This is an optimization exercise on Yosys and OpenROAD, whose aim is small area, a short achievable clock period and few clock cycles per item, not a production implementation.

## sqrt_binary_search
module sqrt_binary_search (
    input  logic        clk,
    input  logic        rst,         
    input  logic        valid_in,
    input  logic [15:0] x,           
    output logic [15:0] x_sqrt,      
    output logic        valid_out
);
    logic [8:0] q_d, q_r;
    logic [10:0] r_d, r_r;
    logic        v_r;
    logic [11:0] root;
    sqrt_head head (.x(x), .q(q_d), .r(r_d));
    always_ff @(posedge clk) begin
        if (rst) v_r <= 1'b0;
        else     v_r <= valid_in;
        q_r <= q_d;
        r_r <= r_d;
    end
    sqrt_tail tail (.q(q_r), .r(r_r), .root(root));
    assign x_sqrt    = {4'd0, root};
    assign valid_out = v_r;
endmodule
For scale: about 590 cells after synthesis, roughly 18 flip-flops, ~36 I/O pins.
clock: 11.0 ns
lec_check: 0
abc_area: 1
cap_margin: 20
core_margin: 2
core_utilization: 40
place_density: 0.85
setup_slack_margin: 3.5
slew_margin: 20
tns_end_percent: 10
standard.sh (not shown) runs the stock make flow with config.mk's settings and CLKGATE_MAP_FILE= SYNTH_SCRIPT=/design/flow/synth_recipe.tcl, a recipe that flattens the netlist after the stock synthesis.
==> flow/flow/run.sh <==
#!/bin/bash
# The standard layout (standard.sh), with these changes:
#  - synthesis: no adder-cell mapping (ADDER_MAP_FILE empty), so ABC maps the
#    adders from plain gates instead of the slow ha/fa cells, and the final ABC
#    mapping uses flow/abc_iter.script (see flow/synth_iter.tcl);
#  - buf_2 cells as the port buffers (buffer_ports otherwise picks the slow
#    clkdlybuf4s50_1);
#  - setup repair only resizes cells (SETUP_MOVE_SEQUENCE=sizeup).
set -e
here=$(pwd)
export ADDER_MAP_FILE=
export BUFFER_PORTS_ARGS="-buffer_cell sky130_fd_sc_hd__buf_2"
export SETUP_MOVE_SEQUENCE=sizeup
bash standard.sh SYNTH_SCRIPT=$here/flow/synth_iter.tcl finish > standard.log 2>&1
==> flow/flow/abc_iter.script <==
strash
dch
map -B 0.9
strash
dch
map -B 0.9
strash
dch
map -B 0.9
strash
dch
map -B 0.9
strash
dch
map -B 0.9
strash
dch
map -B 0.9
strash
dch
map -B 0.9
strash
dch
map -B 0.9
topo
stime -c
buffer -c
upsize -c
dnsize -c
==> flow/flow/synth_iter.tcl <==
# The standard flow's synthesis (synth_recipe.tcl, which sources ORFS's synth.tcl) with one
# change: the final technology mapping runs ABC with abc_iter.script, which
# repeats ORFS's area script's strash/dch/map round 8 times before sizing.
# Everything before it (synth -nofsm -noshare, flip-flop mapping) and after it
# (flatten, renames) is the standard flow's own, so the registers are the standard ones.
set ::abc_iter_script [file normalize [file join [file dirname [info script]] abc_iter.script]]
set ::synth_recipe_tcl [file normalize [file join [file dirname [info script]] .. synth_recipe.tcl]]
proc abc {args} {
  set i [lsearch -exact $args -script]
  if {$i >= 0} { lset args [expr {$i + 1}] $::abc_iter_script }
  puts "abc: mapping with $::abc_iter_script"
  yosys abc {*}$args
}
source $::synth_recipe_tcl
==> next run, changes <==
--- a/flow/design.v
+++ b/flow/design.v
@@ -1,12 +1,13 @@
 module sqrt_head (
     input  logic [15:0] x,
-    output logic [8:0] q,      
-    output logic [10:0] r       
+    output logic       s,          
+    output logic [6:0] o,      
+    output logic [9:0] r       
 );
     wire [2:0] a0 = {1'b0, x[15:14]};
     wire [2:0] o0 = 3'b111;   
     wire [2:0] g0_0 = a0 & o0;
     wire [2:0] p0_0 = a0 | o0;
     wire [2:0] g0_1, p0_1;
     assign g0_1[0] = g0_0[0];
     assign p0_1[0] = p0_0[0];
@@ -406,18 +407,29 @@
     assign g7_4[7] = g7_3[7];
     assign p7_4[7] = p7_3[7];
     assign g7_4[8] = g7_3[8] | (p7_3[8] & g7_3[7]);
     assign p7_4[8] = p7_3[8] & p7_3[7];
     assign g7_4[9] = g7_3[9] | (p7_3[9] & g7_3[7]);
     assign p7_4[9] = p7_3[9] & p7_3[7];
     wire [9:0] r8 = a7 ^ o7 ^ {g7_4[8:0], 1'b0};
     wire [7:0] q8 = {q7, ~r8[9]};
-    wire [10:0] a8 = {r8[8:0], 2'b00};
-    wire [10:0] o8 = {q8[0], q8 ^ {8{q8[0]}}, 2'b11};
+    assign s = q8[0];
+    assign o = q8[7:1] ^ {7{q8[0]}};
+    assign r = r8;
+endmodule
+module sqrt_tail (
+    input  logic       s,
+    input  logic [6:0] o,
+    input  logic [9:0] r,
+    output logic [11:0] root
+);
+    wire [7:0] q = {o ^ {7{s}}, s};
+    wire [10:0] a8 = {r[8:0], 2'b00};
+    wire [10:0] o8 = {s, o, 1'b0, 2'b11};
     wire [10:0] g8_0 = a8 & o8;
     wire [10:0] p8_0 = a8 | o8;
     wire [10:0] g8_1, p8_1;
     assign g8_1[0] = g8_0[0];
     assign p8_1[0] = p8_0[0];
     assign g8_1[1] = g8_0[1] | (p8_0[1] & g8_0[0]);
     assign p8_1[1] = p8_0[1] & p8_0[0];
     assign g8_1[2] = g8_0[2];
@@ -503,27 +515,19 @@
     assign p8_4[7] = p8_3[7];
     assign g8_4[8] = g8_3[8] | (p8_3[8] & g8_3[7]);
     assign p8_4[8] = p8_3[8] & p8_3[7];
     assign g8_4[9] = g8_3[9] | (p8_3[9] & g8_3[7]);
     assign p8_4[9] = p8_3[9] & p8_3[7];
     assign g8_4[10] = g8_3[10] | (p8_3[10] & g8_3[7]);
     assign p8_4[10] = p8_3[10] & p8_3[7];
     wire [10:0] r9 = a8 ^ o8 ^ {g8_4[9:0], 1'b0};
-    wire [8:0] q9 = {q8, ~r9[10]};
-    assign q = q9;
-    assign r = r9;
-endmodule
-module sqrt_tail (
-    input  logic [8:0] q,
-    input  logic [10:0] r,
-    output logic [11:0] root
-);
-    wire [11:0] a9 = {r[9:0], 2'b00};
-    wire [11:0] o9 = {q[0], q ^ {9{q[0]}}, 2'b11};
+    wire [8:0] q9 = {q, ~r9[10]};
+    wire [11:0] a9 = {r9[9:0], 2'b00};
+    wire [11:0] o9 = {q9[0], q9 ^ {9{q9[0]}}, 2'b11};
     wire [11:0] g9_0 = a9 & o9;
     wire [11:0] p9_0 = a9 | o9;
     wire [11:0] g9_1, p9_1;
     assign g9_1[0] = g9_0[0];
     assign p9_1[0] = p9_0[0];
     assign g9_1[1] = g9_0[1] | (p9_0[1] & g9_0[0]);
     assign p9_1[1] = p9_0[1] & p9_0[0];
     assign g9_1[2] = g9_0[2];
@@ -617,17 +621,17 @@
     assign p9_4[8] = p9_3[8] & p9_3[7];
     assign g9_4[9] = g9_3[9] | (p9_3[9] & g9_3[7]);
     assign p9_4[9] = p9_3[9] & p9_3[7];
     assign g9_4[10] = g9_3[10] | (p9_3[10] & g9_3[7]);
     assign p9_4[10] = p9_3[10] & p9_3[7];
     assign g9_4[11] = g9_3[11] | (p9_3[11] & g9_3[7]);
     assign p9_4[11] = p9_3[11] & p9_3[7];
     wire [11:0] r10 = a9 ^ o9 ^ {g9_4[10:0], 1'b0};
-    wire [9:0] q10 = {q, ~r10[11]};
+    wire [9:0] q10 = {q9, ~r10[11]};
     wire [12:0] a10 = {r10[10:0], 2'b00};
     wire [12:0] o10 = {q10[0], q10 ^ {10{q10[0]}}, 2'b11};
     wire [12:0] g10_0 = a10 & o10;
     wire [12:0] p10_0 = a10 | o10;
     wire [12:0] g10_1, p10_1;
     assign g10_1[0] = g10_0[0];
     assign p10_1[0] = p10_0[0];
     assign g10_1[1] = g10_0[1] | (p10_0[1] & g10_0[0]);
@@ -864,23 +868,25 @@
 module sqrt_binary_search (
     input  logic        clk,
     input  logic        rst,         
     input  logic        valid_in,
     input  logic [15:0] x,           
     output logic [15:0] x_sqrt,      
     output logic        valid_out
 );
-    logic [8:0] q_d, q_r;
-    logic [10:0] r_d, r_r;
+    logic        s_d, s_r;
+    logic [6:0] o_d, o_r;
+    logic [9:0] r_d, r_r;
     logic        v_r;
     logic [11:0] root;
-    sqrt_head head (.x(x), .q(q_d), .r(r_d));
+    sqrt_head head (.x(x), .s(s_d), .o(o_d), .r(r_d));
     always_ff @(posedge clk) begin
         if (rst) v_r <= 1'b0;
         else     v_r <= valid_in;
-        q_r <= q_d;
+        s_r <= s_d;
+        o_r <= o_d;
         r_r <= r_d;
     end
-    sqrt_tail tail (.q(q_r), .r(r_r), .root(root));
+    sqrt_tail tail (.s(s_r), .o(o_r), .r(r_r), .root(root));
     assign x_sqrt    = {4'd0, root};
     assign valid_out = v_r;
 endmodule
=> The new run completed without violations; area after synthesis climbs by 15%; design area climbs by 8.6%; non-clock buffer count drops by 1; die area climbs by 14%; worst setup slack gets better by 0.34 ns; sequential share of layout area drops by 0.80 points; final cell count climbs by 18%; via count climbs by 17%; synthesized cell count climbs by 18%; hold slack gets better by 0.0049 ns.
Function was not checked in any run of this note: the RTL went through the layout flow alone.

separate check: timing with driven ports:
How much do the figures lean on ideal ports? The routed layouts below were timed once more, with nothing changed but the port constraints. Step 1 (the two cells are an assumption about what drives the block):
set clk [get_ports {clk}]
set_driving_cell -lib_cell sky130_fd_sc_hd__clkbuf_16 $clk
set_driving_cell -lib_cell sky130_fd_sc_hd__buf_2 [delete_from_list [all_inputs] $clk]
Step 2 also shifts input and output timing later by t, the mid clock arrival at the registers, as if the neighbouring blocks saw the same clock. a / b / c = ideal ports / drivers / drivers and shift; a / b = the first two.
run	shift t [ns]	setup slack, ns	hold slack, ns	worst setup path at the end	cell pins on the clock port's net
the first run	0.278	3.918 / 3.890 / 3.864	2.095 / 2.087 / 2.364	input to register	1
the second run	0.268	4.254 / 4.230 / 4.498	2.100 / 2.096 / 2.363	register to output	1
After both steps setup and hold are still met in every run listed. The setup slack of the first run, which loses most, moves by -0.028 ns with the drivers and by -0.054 ns with both steps.
